This design comes from an exercise in tuning for small area on the open sky130 flow, not from production work. At most, simulation tests tie the RTL to the original design; equivalence was not proved. No activity file was given, so power comes from the tool's default toggle rates.

==> run K: inputs <==
==> flow/design.v <==
`timescale 1ns / 1ps
module alu (
    input wire [3:0] a,
    input wire [3:0] b,
    input wire [2:0] op,
    output wire [3:0] result,
    output wire zero,
    output wire negative,
    output wire carry,
    output wire overflow
);
    wire sub = op[0];
    wire [3:0] bx = b ^ {4{sub}};
    wire [4:0] c;
    wire [3:0] sum;
    assign c[0] = sub;
    genvar i;
    generate
        for (i = 0; i < 4; i = i + 1) begin : g_add
            assign sum[i] = a[i] ^ bx[i] ^ c[i];
            assign c[i+1] = (a[i] & bx[i]) | (c[i] & (a[i] ^ bx[i]));
        end
    endgenerate
    wire o_arith = ~op[2] & ~op[1];
    wire o_sll = op[2] & ~op[1] & op[0];
    wire o_srl = op[2] & op[1] & ~op[0];
    wire o_slt = op[2] & op[1] & op[0];
    wire sel_n = ~op[2] & op[1];
    wire sel_x = (~op[2] & op[1] & op[0]) | (op[2] & ~op[1] & ~op[0]);
    wire [3:0] x = a ^ b;
    wire [3:0] n = a & b;
    wire [3:0] s;
    assign s[0] = ~b[1] & ~b[0];
    assign s[1] = ~b[1] & b[0];
    assign s[2] = b[1] & ~b[0];
    assign s[3] = b[1] & b[0];
    wire [3:1] l = {3{o_sll}} & s[3:1];
    wire [3:1] r = {3{o_srl}} & s[3:1];
    wire z = (o_sll | o_srl) & s[0];
    wire arith_carry = c[4] ^ sub;
    wire [2:0] r0_n;
    imem_read3 u_r0_0 (.sel0(o_arith), .bit0(sum[0]), .sel1(sel_n), .bit1(n[0]),
                          .sel2(sel_x), .bit2(x[0]), .out_n(r0_n[0]));
    imem_read3 u_r0_1 (.sel0(z), .bit0(a[0]), .sel1(r[1]), .bit1(a[1]),
                          .sel2(r[2]), .bit2(a[2]), .out_n(r0_n[1]));
    assign r0_n[2] = ~((r[3] & a[3]) | (o_slt & ~c[4]));
    assign result[0] = ~&r0_n;
    wire [2:0] r1_n;
    imem_read3 u_r1_0 (.sel0(o_arith), .bit0(sum[1]), .sel1(sel_n), .bit1(n[1]),
                          .sel2(sel_x), .bit2(x[1]), .out_n(r1_n[0]));
    imem_read3 u_r1_1 (.sel0(z), .bit0(a[1]), .sel1(l[1]), .bit1(a[0]),
                          .sel2(r[1]), .bit2(a[2]), .out_n(r1_n[1]));
    assign r1_n[2] = ~((r[2] & a[3]));
    assign result[1] = ~&r1_n;
    wire [2:0] r2_n;
    imem_read3 u_r2_0 (.sel0(o_arith), .bit0(sum[2]), .sel1(sel_n), .bit1(n[2]),
                          .sel2(sel_x), .bit2(x[2]), .out_n(r2_n[0]));
    imem_read3 u_r2_1 (.sel0(z), .bit0(a[2]), .sel1(l[1]), .bit1(a[1]),
                          .sel2(l[2]), .bit2(a[0]), .out_n(r2_n[1]));
    assign r2_n[2] = ~((r[1] & a[3]));
    assign result[2] = ~&r2_n;
    wire [2:0] r3_n;
    imem_read3 u_r3_0 (.sel0(o_arith), .bit0(sum[3]), .sel1(sel_n), .bit1(n[3]),
                          .sel2(sel_x), .bit2(x[3]), .out_n(r3_n[0]));
    imem_read3 u_r3_1 (.sel0(z), .bit0(a[3]), .sel1(l[1]), .bit1(a[2]),
                          .sel2(l[2]), .bit2(a[1]), .out_n(r3_n[1]));
    assign r3_n[2] = ~((l[3] & a[0]));
    assign result[3] = ~&r3_n;
    wire [2:0] cy_n;
    imem_read3 u_cy_0 (.sel0(o_arith), .bit0(arith_carry), .sel1(l[1]), .bit1(a[3]),
                          .sel2(l[2]), .bit2(a[2]), .out_n(cy_n[0]));
    imem_read3 u_cy_1 (.sel0(l[3]), .bit0(a[1]), .sel1(r[1]), .bit1(a[0]),
                          .sel2(r[2]), .bit2(a[1]), .out_n(cy_n[1]));
    assign cy_n[2] = ~((r[3] & a[2]));
    assign carry = ~&cy_n;
    assign overflow = o_arith & (c[3] ^ c[4]);
    assign zero = ~|result;
    assign negative = result[3];
endmodule
`timescale 1ns / 1ps
module control_unit (
    input wire [15:0] instruction,
    output wire [2:0] alu_op,
    output wire [1:0] dest_addr,
    output wire [1:0] src_a_addr,
    output wire [1:0] src_b_addr,
    output wire use_immediate,
    output wire [3:0] immediate
);
    assign alu_op = instruction[15:13];
    assign dest_addr = instruction[12:11];
    assign src_a_addr = instruction[10:9];
    assign src_b_addr = instruction[8:7];
    assign use_immediate = instruction[6];
    assign immediate = instruction[3:0];
endmodule
`timescale 1ns / 1ps
module instruction_memory (
    input wire clk,
    input wire reset,
    input wire write_enable,
    input wire [3:0] write_addr,
    input wire [15:0] write_data,
    input wire [3:0] read_addr,
    output wire [15:0] instruction
);
    reg [255:0] words;
    reg [15:0] valid;
    wire [255:0] next_words;
    wire [15:0] we;
    wire [15:0] hold;
    wire [15:0] sel;
    genvar w, b;
    generate
        for (w = 0; w < 16; w = w + 1) begin : g_word
            assign we[w] = write_enable & (write_addr == w);
            assign hold[w] = ~we[w];
            assign sel[w] = valid[w] & (read_addr == w);
            for (b = 0; b < 16; b = b + 1) begin : g_bit
                imem_bit_next u_next (
                    .load(we[w]),
                    .hold(hold[w]),
                    .new_bit(write_data[b]),
                    .old_bit(words[16*w + b]),
                    .next_bit(next_words[16*w + b])
                );
            end
            always @(posedge clk or posedge reset) begin
                if (reset)
                    valid[w] <= 1'b0;
                else if (we[w])
                    valid[w] <= 1'b1;
            end
        end
    endgenerate
    always @(posedge clk) begin
        words <= next_words;
    end
    generate
        for (b = 0; b < 16; b = b + 1) begin : g_read
            wire [5:0] part_n;
            for (w = 0; w < 5; w = w + 1) begin : g_grp
                imem_read3 u_read (
                    .sel0(sel[3*w]),     .bit0(words[16*(3*w) + b]),
                    .sel1(sel[3*w + 1]), .bit1(words[16*(3*w + 1) + b]),
                    .sel2(sel[3*w + 2]), .bit2(words[16*(3*w + 2) + b]),
                    .out_n(part_n[w])
                );
            end
            assign part_n[5] = ~(sel[15] & words[16*15 + b]);
            assign instruction[b] = ~&part_n;
        end
    endgenerate
endmodule
module imem_bit_next (
    input wire load,
    input wire hold,
    input wire new_bit,
    input wire old_bit,
    output wire next_bit
);
    assign next_bit = (load & new_bit) | (hold & old_bit);
endmodule
module imem_read3 (
    input wire sel0,
    input wire bit0,
    input wire sel1,
    input wire bit1,
    input wire sel2,
    input wire bit2,
    output wire out_n
);
    assign out_n = ~((sel0 & bit0) | (sel1 & bit1) | (sel2 & bit2));
endmodule
`timescale 1ns / 1ps
module register_file (
    input wire clk,
    input wire reset,
    input wire write_enable,
    input wire [1:0] write_addr,
    input wire [3:0] write_data,
    input wire [1:0] read_addr_a,
    input wire [1:0] read_addr_b,
    output wire [3:0] reg_a,
    output wire [3:0] reg_b
);
    reg [15:0] registers;
    wire [15:0] next_registers;
    genvar r, b;
    generate
        for (r = 0; r < 4; r = r + 1) begin : g_reg
            wire load = write_enable & (write_addr == r);
            for (b = 0; b < 4; b = b + 1) begin : g_bit
                imem_bit_next u_next (
                    .load(load),
                    .hold(~load),
                    .new_bit(write_data[b]),
                    .old_bit(registers[4*r + b]),
                    .next_bit(next_registers[4*r + b])
                );
            end
        end
    endgenerate
    always @(posedge clk or posedge reset) begin
        if (reset)
            registers <= 16'b0;
        else
            registers <= next_registers;
    end
    assign reg_a = registers[4*read_addr_a +: 4];
    assign reg_b = registers[4*read_addr_b +: 4];
endmodule
`timescale 1ns / 1ps
module top (
    input wire clk,
    input wire reset,
    input wire run_enable,
    input wire reg_write_enable,
    input wire [1:0] reg_write_addr,
    input wire [3:0] reg_write_data,
    input wire instr_write_enable,
    input wire [3:0] instr_write_addr,
    input wire [15:0] instr_write_data,
    output reg [3:0] pc,
    output wire [15:0] instruction,
    output wire [3:0] result,
    output wire zero,
    output wire negative,
    output wire carry,
    output wire overflow
);
    wire [1:0] dest_addr, src_a_addr, src_b_addr;
    wire [2:0] alu_op;
    wire use_immediate;
    wire [3:0] immediate;
    wire [3:0] a, b, alu_b;
    wire cpu_step;
    wire rf_write_enable;
    wire [1:0] rf_write_addr;
    wire [3:0] rf_write_data;
    instruction_memory imem (
        .clk(clk),
        .reset(reset),
        .write_enable(instr_write_enable),
        .write_addr(instr_write_addr),
        .write_data(instr_write_data),
        .read_addr(pc),
        .instruction(instruction)
    );
    control_unit cu (
        .instruction(instruction),
        .alu_op(alu_op),
        .dest_addr(dest_addr),
        .src_a_addr(src_a_addr),
        .src_b_addr(src_b_addr),
        .use_immediate(use_immediate),
        .immediate(immediate)
    );
    assign cpu_step = run_enable & ~reg_write_enable & ~instr_write_enable;
    assign rf_write_enable = reg_write_enable | cpu_step;
    assign rf_write_addr = reg_write_enable ? reg_write_addr : dest_addr;
    assign rf_write_data = reg_write_enable ? reg_write_data : result;
    register_file rf (
        .clk(clk),
        .reset(reset),
        .write_enable(rf_write_enable),
        .write_addr(rf_write_addr),
        .write_data(rf_write_data),
        .read_addr_a(src_a_addr),
        .read_addr_b(src_b_addr),
        .reg_a(a),
        .reg_b(b)
    );
    assign alu_b = use_immediate ? immediate : b;
    alu alu_inst (
        .a(a),
        .b(alu_b),
        .op(alu_op),
        .result(result),
        .zero(zero),
        .negative(negative),
        .carry(carry),
        .overflow(overflow)
    );
    always @(posedge clk or posedge reset) begin
        if (reset) begin
            pc <= 4'b0000;
        end else begin
            pc <= pc + {3'b000, cpu_step};
        end
    end
endmodule
==> flow/flow/run.sh <==
#!/bin/bash
# The standard layout (standard.sh: the standard flow's synthesis and ORFS flow) with
# changes that only affect sizing and buffering:
#  - every port gets the smallest buffer (buf_1) rather than the default pick;
#  - after floorplan, synthesis buffers are removed and logic cells are set to
#    their smallest drive strength (flow/downsize.tcl); the resizer buffers and
#    upsizes where needed later on;
#  - the clock tree uses larger sink clusters of clkbuf_16 leaf buffers, small
#    clkbuf_4 buffers above the leaves (they drive only a few leaf buffers),
#    and no dummy loads.
set -euo pipefail
here=$(pwd)
bash standard.sh \
  "BUFFER_PORTS_ARGS=-buffer_cell sky130_fd_sc_hd__buf_1" \
  "POST_FLOORPLAN_TCL=$here/flow/downsize.tcl" \
  "CTS_ARGS=-sink_clustering_enable -repair_clock_nets -sink_clustering_size 30 -sink_clustering_max_diameter 90 -buf_list sky130_fd_sc_hd__clkbuf_16 -root_buf sky130_fd_sc_hd__clkbuf_4 -tree_buf sky130_fd_sc_hd__clkbuf_4 -dont_use_dummy_load" \
  finish > "$here/standard_sh.log" 2>&1
==> flow/flow/downsize.tcl <==
# Remove the buffers synthesis inserted; repair_design re-buffers where needed.
remove_buffers
# Run after floorplan (POST_FLOORPLAN_TCL): give every logic cell the smallest
# drive strength of its family. Synthesis sizes cells for loads it can only
# guess; the resizer's repair_design and repair_timing steps that follow in
# placement, CTS and routing upsize or buffer wherever slew, capacitance or
# timing need it.
set n_down 0
foreach inst [get_cells *] {
  set lc [get_lib_cells -of_objects $inst]
  set name [get_name $lc]
  if {![regexp {^(sky130_fd_sc_hd__[a-z0-9]+)_([0-9]+)$} $name -> base size]} { continue }
  set best $name
  set best_area [get_property $lc area]
  foreach cand [get_lib_cells ${base}_*] {
    set cname [get_name $cand]
    if {![regexp "^${base}_\[0-9\]+\$" $cname]} { continue }
    if {[get_property $cand dont_use]} { continue }
    set a [get_property $cand area]
    if {$a < $best_area} { set best $cname; set best_area $a }
  }
  if {$best ne $name} {
    replace_cell $inst $best
    incr n_down
  }
}
puts "downsize.tcl: downsized $n_down cells"
==> flow/standard.sh <==
#!/bin/bash
# synth_recipe.tcl (not shown) runs the flow's synth.tcl, then flattens the netlist and writes it again
# the make line also repeats each setting of config.mk as NAME=value (left out here)
make -C /OpenROAD-flow-scripts/flow DESIGN_CONFIG=/design/flow/config.mk WORK_HOME=/design/flow/orfs CLKGATE_MAP_FILE= SYNTH_SCRIPT=/design/flow/synth_recipe.tcl "${@:-finish}"
==> flow/config.mk <==
export PLATFORM = sky130hd
export DESIGN_NAME = top
export DESIGN_NICKNAME = top
export VERILOG_FILES = /design/flow/design.v
export SDC_FILE = /design/flow/constraint.sdc
export NUM_CORES = 4
export LEC_CHECK = 0
export CAP_MARGIN = 5
export CORE_MARGIN = 2
export CORE_UTILIZATION = 70
export SLEW_MARGIN = 5
export SYNTH_HIERARCHICAL = 1
==> flow/constraint.sdc <==
create_clock -name core_clock -period 8.5 [get_ports {clk}]
set_input_delay 1.7000 -clock core_clock [delete_from_list [all_inputs] [get_ports {clk}]]
set_output_delay 1.7000 -clock core_clock [all_outputs]
set_load 0.01 [all_outputs]
==> run G: changes against run K <==
--- a/flow/design.v
+++ b/flow/design.v
@@ -24,2 +24,5 @@
     wire o_arith = ~op[2] & ~op[1];
+    wire o_and = ~op[2] & op[1] & ~op[0];
+    wire o_or = ~op[2] & op[1] & op[0];
+    wire o_xor = op[2] & ~op[1] & ~op[0];
     wire o_sll = op[2] & ~op[1] & op[0];
@@ -27,6 +30,6 @@
     wire o_slt = op[2] & op[1] & op[0];
-    wire sel_n = ~op[2] & op[1];
-    wire sel_x = (~op[2] & op[1] & op[0]) | (op[2] & ~op[1] & ~op[0]);
     wire [3:0] x = a ^ b;
     wire [3:0] n = a & b;
+    wire sel_n = o_and | o_or;
+    wire sel_x = o_or | o_xor;
     wire [3:0] s;
@@ -36,43 +39,17 @@
     assign s[3] = b[1] & b[0];
-    wire [3:1] l = {3{o_sll}} & s[3:1];
-    wire [3:1] r = {3{o_srl}} & s[3:1];
+    wire [3:0] l = {4{o_sll}} & s;
+    wire [3:0] r = {4{o_srl}} & s;
     wire z = (o_sll | o_srl) & s[0];
-    wire arith_carry = c[4] ^ sub;
-    wire [2:0] r0_n;
-    imem_read3 u_r0_0 (.sel0(o_arith), .bit0(sum[0]), .sel1(sel_n), .bit1(n[0]),
-                          .sel2(sel_x), .bit2(x[0]), .out_n(r0_n[0]));
-    imem_read3 u_r0_1 (.sel0(z), .bit0(a[0]), .sel1(r[1]), .bit1(a[1]),
-                          .sel2(r[2]), .bit2(a[2]), .out_n(r0_n[1]));
-    assign r0_n[2] = ~((r[3] & a[3]) | (o_slt & ~c[4]));
-    assign result[0] = ~&r0_n;
-    wire [2:0] r1_n;
-    imem_read3 u_r1_0 (.sel0(o_arith), .bit0(sum[1]), .sel1(sel_n), .bit1(n[1]),
-                          .sel2(sel_x), .bit2(x[1]), .out_n(r1_n[0]));
-    imem_read3 u_r1_1 (.sel0(z), .bit0(a[1]), .sel1(l[1]), .bit1(a[0]),
-                          .sel2(r[1]), .bit2(a[2]), .out_n(r1_n[1]));
-    assign r1_n[2] = ~((r[2] & a[3]));
-    assign result[1] = ~&r1_n;
-    wire [2:0] r2_n;
-    imem_read3 u_r2_0 (.sel0(o_arith), .bit0(sum[2]), .sel1(sel_n), .bit1(n[2]),
-                          .sel2(sel_x), .bit2(x[2]), .out_n(r2_n[0]));
-    imem_read3 u_r2_1 (.sel0(z), .bit0(a[2]), .sel1(l[1]), .bit1(a[1]),
-                          .sel2(l[2]), .bit2(a[0]), .out_n(r2_n[1]));
-    assign r2_n[2] = ~((r[1] & a[3]));
-    assign result[2] = ~&r2_n;
-    wire [2:0] r3_n;
-    imem_read3 u_r3_0 (.sel0(o_arith), .bit0(sum[3]), .sel1(sel_n), .bit1(n[3]),
-                          .sel2(sel_x), .bit2(x[3]), .out_n(r3_n[0]));
-    imem_read3 u_r3_1 (.sel0(z), .bit0(a[3]), .sel1(l[1]), .bit1(a[2]),
-                          .sel2(l[2]), .bit2(a[1]), .out_n(r3_n[1]));
-    assign r3_n[2] = ~((l[3] & a[0]));
-    assign result[3] = ~&r3_n;
-    wire [2:0] cy_n;
-    imem_read3 u_cy_0 (.sel0(o_arith), .bit0(arith_carry), .sel1(l[1]), .bit1(a[3]),
-                          .sel2(l[2]), .bit2(a[2]), .out_n(cy_n[0]));
-    imem_read3 u_cy_1 (.sel0(l[3]), .bit0(a[1]), .sel1(r[1]), .bit1(a[0]),
-                          .sel2(r[2]), .bit2(a[1]), .out_n(cy_n[1]));
-    assign cy_n[2] = ~((r[3] & a[2]));
-    assign carry = ~&cy_n;
+    wire [3:0] shift;
+    assign shift[0] = (z & a[0]) | (r[1] & a[1]) | (r[2] & a[2]) | (r[3] & a[3]);
+    assign shift[1] = (z & a[1]) | (l[1] & a[0]) | (r[1] & a[2]) | (r[2] & a[3]);
+    assign shift[2] = (z & a[2]) | (l[1] & a[1]) | (l[2] & a[0]) | (r[1] & a[3]);
+    assign shift[3] = (z & a[3]) | (l[1] & a[2]) | (l[2] & a[1]) | (l[3] & a[0]);
+    assign result = ({4{o_arith}} & sum) | ({4{sel_n}} & n) | ({4{sel_x}} & x) |
+                    shift | {3'b000, o_slt & ~c[4]};
+    assign carry = (o_arith & (c[4] ^ sub)) |
+                   (l[1] & a[3]) | (l[2] & a[2]) | (l[3] & a[1]) |
+                   (r[1] & a[0]) | (r[2] & a[1]) | (r[3] & a[2]);
     assign overflow = o_arith & (c[3] ^ c[4]);
-    assign zero = ~|result;
+    assign zero = (result == 4'b0000);
     assign negative = result[3];
@@ -287,4 +264,4 @@
             pc <= 4'b0000;
-        end else begin
-            pc <= pc + {3'b000, cpu_step};
+        end else if (cpu_step) begin
+            pc <= pc + 4'b0001;
         end
==> flow/flow/run.sh (replaced) <==
#!/bin/bash
# The standard layout (standard.sh: the standard flow's synthesis and ORFS flow) with
# changes that only affect sizing and buffering:
#  - every port gets the smallest buffer (buf_1) rather than the default pick;
#  - after floorplan, synthesis buffers are removed and logic cells are set to
#    their smallest drive strength (flow/downsize.tcl); the resizer buffers and
#    upsizes where needed later on;
#  - the clock tree uses larger sink clusters of clkbuf_16 leaf buffers and no
#    dummy loads.
set -euo pipefail
here=$(pwd)
bash standard.sh \
  "BUFFER_PORTS_ARGS=-buffer_cell sky130_fd_sc_hd__buf_1" \
  "POST_FLOORPLAN_TCL=$here/flow/downsize.tcl" \
  "CTS_ARGS=-sink_clustering_enable -repair_clock_nets -sink_clustering_size 32 -sink_clustering_max_diameter 100 -buf_list sky130_fd_sc_hd__clkbuf_16 -dont_use_dummy_load" \
  finish > "$here/standard_sh.log" 2>&1
==> run X: changes against run K <==
--- a/flow/design.v
+++ b/flow/design.v
@@ -182,5 +182,4 @@
     input wire [1:0] read_addr_a,
-    input wire [1:0] read_addr_b,
     output wire [3:0] reg_a,
-    output wire [3:0] reg_b
+    output wire [15:0] regs
 );
@@ -210,3 +209,3 @@
     assign reg_a = registers[4*read_addr_a +: 4];
-    assign reg_b = registers[4*read_addr_b +: 4];
+    assign regs = registers;
 endmodule
@@ -235,3 +234,4 @@
     wire [3:0] immediate;
-    wire [3:0] a, b, alu_b;
+    wire [3:0] a, alu_b;
+    wire [15:0] regs;
     wire cpu_step;
@@ -269,7 +269,23 @@
         .read_addr_a(src_a_addr),
-        .read_addr_b(src_b_addr),
         .reg_a(a),
-        .reg_b(b)
+        .regs(regs)
     );
-    assign alu_b = use_immediate ? immediate : b;
+    wire [3:0] b_sel;
+    genvar k;
+    generate
+        for (k = 0; k < 4; k = k + 1) begin : g_bsel
+            assign b_sel[k] = ~use_immediate & (src_b_addr == k);
+        end
+        for (k = 0; k < 4; k = k + 1) begin : g_b
+            wire [1:0] part_n;
+            imem_read3 u_b (
+                .sel0(b_sel[0]), .bit0(regs[k]),
+                .sel1(b_sel[1]), .bit1(regs[4 + k]),
+                .sel2(b_sel[2]), .bit2(regs[8 + k]),
+                .out_n(part_n[0])
+            );
+            assign part_n[1] = ~((b_sel[3] & regs[12 + k]) | (use_immediate & immediate[k]));
+            assign alu_b[k] = ~&part_n;
+        end
+    endgenerate
     alu alu_inst (
--- a/flow/flow/run.sh
+++ b/flow/flow/run.sh
@@ -7,5 +7,4 @@
 #    upsizes where needed later on;
-#  - the clock tree uses larger sink clusters of clkbuf_16 leaf buffers, small
-#    clkbuf_4 buffers above the leaves (they drive only a few leaf buffers),
-#    and no dummy loads.
+#  - the clock tree uses larger sink clusters of clkbuf_16 leaf buffers and no
+#    dummy loads.
 set -euo pipefail
==> run A: changes against run K <==
--- a/flow/config.mk
+++ b/flow/config.mk
@@ -9,3 +9,3 @@
 export CORE_MARGIN = 2
-export CORE_UTILIZATION = 70
+export CORE_UTILIZATION = 75
 export SLEW_MARGIN = 5
==> metrics.md <==
| Metric | Value |
|---|---|
| Tap cell count | between 200 and 250 |
| Post-detailed-route wirelength per cell | ~27 um |
| Outcome | timing/DRC/antenna clean |
| Core region area | approximately 15000 um^2 |
| Fraction of power consumed by sequential logic | about two fifths |
| Routed wire length | around 32000 um |
| Number of non-clock inverters | 24 |
| Parity-gate share of the synthesized area counting xor and xnor cells | less than 1% |
| Global-route wire length before repair | approximately 47000 um |
| Switching Share | between 30% and 40% |
| Layout buffering overhead excluding clock cells | around 2.2% |
| Pint | about 2.8 mW |
| Top cells by count, synth | sky130_fd_sc_hd__a22o_1, sky130_fd_sc_hd__dfxtp_1, sky130_fd_sc_hd__a222oi_1 |
| HPWL after detailed placement | 20800 um |
| Cell repeated most along the worst path | sky130_fd_sc_hd__fa_1 |
Source of the figures above: run K

==> metrics.md <==
| Metric | Value |
|---|---|
| Number of non-clock inverters | 24 |
| HPWL after detailed placement | between 20000 and 25000 um |
| Fraction of power consumed by sequential logic | a little over two fifths |
| Number of endpoints with negative hold slack in the final report | 0 |
| Setup slack of the most critical reg-to-reg path | between 2 and 2.5 ns |
| Pint | around 2.8 mW |
| Outcome | timing/DRC/antenna clean |
| Routed wire length | about 32000 um |
| Top library cells by usage in the layout, fill and taps aside | sky130_fd_sc_hd__a22o_1, sky130_fd_sc_hd__dfxtp_1, sky130_fd_sc_hd__a222oi_1 |
| Layout buffering overhead excluding clock cells | 2.32% |
| Post-detailed-route wirelength per cell | between 20 and 30 um |
| Parity-gate share of the synthesized area counting xor and xnor cells | less than 1% |
| Global-route wire length before repair | between 40000 and 50000 um |
| Core region area | about 15000 um^2 |
| Tap cell count | ~210 |
| Top cells by count, synth | sky130_fd_sc_hd__a22o_1, sky130_fd_sc_hd__dfxtp_1, sky130_fd_sc_hd__a222oi_1 |
Source of the figures above: run X

==> metrics.md <==
| Metric | Value |
|---|---|
| Outcome | timing/DRC/antenna clean |
| Core region area | around 14000 um^2 |
| Layout buffering overhead excluding clock cells | 2.27% |
| Fraction of power consumed by sequential logic | between 40% and 50% |
| Top cells by count, synth | sky130_fd_sc_hd__a22o_1, sky130_fd_sc_hd__dfxtp_1, sky130_fd_sc_hd__a222oi_1 |
| Number of non-clock inverters | 24 |
| Final Critical Period | 8.06 ns |
| Parity-gate share of the synthesized area counting xor and xnor cells | less than 1% |
| Global-route wire length before repair | 49600 um |
| Endpoint with the worst hold slack | imem.valid[12] |
| Switching Share | between 30% and 40% |
| Post-detailed-route wirelength per cell | between 20 and 30 um |
| Pint | around 2.8 mW |
| Cell repeated most along the worst path | sky130_fd_sc_hd__fa_1 |
| Tap cell count | ~180 |
| Non-Clock Buffer Count | 64 |
| Routed wire length | about 32000 um |
| TritonRoute pass-1 iters | 6 |
Source of the figures above: run A

==> metrics.md <==
| Metric | Value |
|---|---|
| Number of non-clock inverters | 27 |
| Outcome | timing/DRC/antenna clean |
| Layout buffering overhead excluding clock cells | under 10% |
| Post-detailed-route wirelength per cell | 27.1 um |
| Switching Share | approximately two fifths |
| Parity-gate share of the synthesized area counting xor and xnor cells | less than 1% |
| Core region area | 15800 um^2 |
| Fraction of power consumed by sequential logic | 40.8% |
| Routed wire length | roughly 32000 um |
| Global-route wire length before repair | ~48000 um |
| Top cells by count, synth | sky130_fd_sc_hd__a22o_1, sky130_fd_sc_hd__dfxtp_1, sky130_fd_sc_hd__a222oi_1 |
| Pint | ~2.9 mW |
Source of the figures above: run G

For run X, only the layout was checked, not whether the RTL still works.

-- separate check: timing with driven ports --
The results above use ideal ports. As a check the final layouts listed here were re-extracted and re-timed, cells and wires unchanged. Step 1 (the two cells are an assumption about what drives the block):
set clk [get_ports {clk}]
set_driving_cell -lib_cell sky130_fd_sc_hd__clkbuf_16 $clk
set_driving_cell -lib_cell sky130_fd_sc_hd__buf_2 [delete_from_list [all_inputs] $clk]
Step 2 also shifts input and output timing later by t, the mid clock arrival at the registers, as if the neighbouring blocks saw the same clock. Slacks: ideal / step 1 / step 2; pairs: ideal / step 1.
| run | t (ns) | setup WS [ns] | clock arrival spread, ns | worst data-port slew with drivers (ns) | pins driven straight from the clock port |
|---|---|---|---|---|---|
| run K | 0.660 | 0.382 / 0.340 / 1.000 | 0.036 / 0.036 | 0.03 | 1 |
| run G | 0.502 | 0.996 / 0.950 / 1.452 | 0.071 / 0.071 | 0.04 | 1 |
| run X | 0.667 | 0.343 / 0.301 / 0.968 | 0.024 / 0.024 | 0.07 | 1 |
| run A | 0.664 | 0.442 / 0.407 / 1.071 | 0.042 / 0.042 | 0.05 | 1 |
After both steps every run listed still meets setup and hold.
